From an optimization exercise on the open Yosys and OpenROAD flow, aimed at small area, a short achievable clock period and few clock cycles; shortcuts taken in it are not production practice. The RTL was checked by simulation tests, not by an equivalence proof against the original design. Power figures rest on the tool's default switching activity, not on a simulated workload.

## oak
// bst_sorter_top
module bst_sorter_top (
	input 			clk,
	input 			rstn,
	input 			sw_rst,
	input [4:0]		i_cnfg_elems_num,
	input 			i_enable,
	output logic 		o_sorter_phase,
	input 			new_elem_valid,
	input [15:0] 		new_elem_key,
	input [31:0] 		new_elem_value,
	output logic 		new_elem_ack,
	output logic 		sort_is_done_pls,
	output logic [15:0]	min_elem_key,
	output logic [31:0]	min_elem_value,
	output logic [15:0]	max_elem_key,
	output logic [31:0]	max_elem_value,
	input 			get_all_sorted_data_req_pls,
	output logic 		get_all_sorted_data_done_lvl,
	output logic [3:0] 	get_elem_idx,
	output logic		get_elem_valid,
	output logic [15:0] 	get_elem_key,
	output logic [31:0] 	get_elem_value
	);
gen_bst_sorter #(
	.KEY_W 		(16	),
	.VALUE_W 	(32	),
	.MAX_ELEM_NUM 	(16	)
	) u_sorter_inst (
	.clk				(clk				),
	.rstn				(rstn				),
	.sw_rst				(sw_rst				),
	.i_cnfg_elems_num		(i_cnfg_elems_num		),
	.i_enable			(i_enable			),
	.o_sorter_phase			(o_sorter_phase			),
	.new_elem_valid			(new_elem_valid			),
	.new_elem_key			(new_elem_key			),
	.new_elem_value			(new_elem_value			),
	.new_elem_ack			(new_elem_ack			),
	.sort_is_done_pls		(sort_is_done_pls		),
	.min_elem_key			(min_elem_key			),
	.min_elem_value			(min_elem_value			),
	.max_elem_key			(max_elem_key			),
	.max_elem_value			(max_elem_value			),
	.get_all_sorted_data_req_pls	(get_all_sorted_data_req_pls	),
	.get_all_sorted_data_done_lvl	(get_all_sorted_data_done_lvl	),
	.get_elem_idx			(get_elem_idx			),
	.get_elem_valid			(get_elem_valid			),
	.get_elem_key			(get_elem_key			),
	.get_elem_value			(get_elem_value			)
	);
endmodule
For scale: about 980 flip-flops, ~34000 sq um of cells after synthesis.
==> flow/config.mk <==
export PLATFORM = sky130hd
export DESIGN_NAME = bst_sorter_top
export DESIGN_NICKNAME = bst_sorter_top
export VERILOG_FILES = /design/flow/design.v
export SDC_FILE = /design/flow/constraint.sdc
export NUM_CORES = 4
export LEC_CHECK = 0
export ABC_CLOCK_PERIOD_IN_PS = 3000
export CAP_MARGIN = 20
export CORE_MARGIN = 2
export CORE_UTILIZATION = 40
export SLEW_MARGIN = 20
==> flow/constraint.sdc <==
create_clock -name core_clock -period 10.0 [get_ports {clk}]
set_input_delay 2.0000 -clock core_clock [delete_from_list [all_inputs] [get_ports {clk}]]
set_output_delay 2.0000 -clock core_clock [all_outputs]
set_load 0.01 [all_outputs]
standard.sh (not shown) runs the stock make flow with config.mk's settings and CLKGATE_MAP_FILE= SYNTH_SCRIPT=/design/flow/synth_recipe.tcl, a recipe that flattens the netlist after the stock synthesis.
==> flow/flow/run.sh <==
#!/bin/bash
set -euo pipefail
bash standard.sh SETUP_SLACK_MARGIN=6.8 \
	BUFFER_PORTS_ARGS="-buffer_cell sky130_fd_sc_hd__buf_1" \
	finish > standard.log 2>&1
Testbench counts of oak, summed over its fixed seeds: cycles 14,738.
## Diff of input files: pine against oak
==> flow/flow/run.sh <==
#!/bin/bash
set -euo pipefail
bash standard.sh SETUP_SLACK_MARGIN=6.8 \
	BUFFER_PORTS_ARGS="-buffer_cell sky130_fd_sc_hd__buf_1" \
	CTS_CLUSTER_SIZE=27 CTS_CLUSTER_DIAMETER=90 \
	finish > standard.log 2>&1
Notes after the runs:
- When pine is set beside oak, its via count turns out to be 1.5% smaller.
- Compared with oak, pine improves cell area after layout.
- All of pine and oak finish clean.
- Count of inverters other than clock inverters in the layout went up slightly going from oak to pine.
- On worst path required time, pine and oak are basically level.
Modified inputs, birch compared to pine
==> flow/flow/run.sh <==
#!/bin/bash
set -euo pipefail
bash standard.sh SETUP_SLACK_MARGIN=6.8 \
	BUFFER_PORTS_ARGS="-buffer_cell sky130_fd_sc_hd__buf_1" \
	CTS_CLUSTER_SIZE=22 CTS_CLUSTER_DIAMETER=80 \
	finish > standard.log 2>&1
Notes after the runs:
birch against pine: multi-input gate share of the layout cell area shows a reduction of 0.28 points, global-route usage shows no meaningful change, net switching power figure shows an increase of 0.020 mW.
Delta (birch minus pine): total length of routed met3 wires grew by 640 um, area added between synthesis and finish held steady.
birch ends up with higher maximum vdd ir drop than pine does.
The post-layout utilization of the core was comparable across pine and birch.

-- afterwards: timing with drivers on the ports --
The flow's constraints put no driver on any port. The routed layouts listed below were extracted and timed again, unchanged, in two steps. Step 1, drivers: a clkbuf_16 drives clk and a buf_2 each remaining input, both assumed. Step 2 moves the port delays by t, midway between the first and last clock arrival at a register: inputs arrive t later, outputs are due t later. That takes back most of the time a late clock gives input paths. a / b / c = ideal / step 1 / step 2; a / b = the first two.
run	t (ns)	slack for setup (ns)	hold slack, ns	worst setup path after step 2
oak	0.732	6.376 / 6.376 / 5.851	0.329 / 0.329 / 0.329	input to register
pine	0.698	6.418 / 6.418 / 5.788	0.338 / 0.338 / 0.338	input to register
birch	0.716	6.362 / 6.362 / 5.754	0.330 / 0.330 / 0.330	input to register
After both steps setup and hold are still met in every run listed. For pine, which loses most, drivers alone change the setup slack by 0.000 ns; drivers and shift together by -0.630 ns.
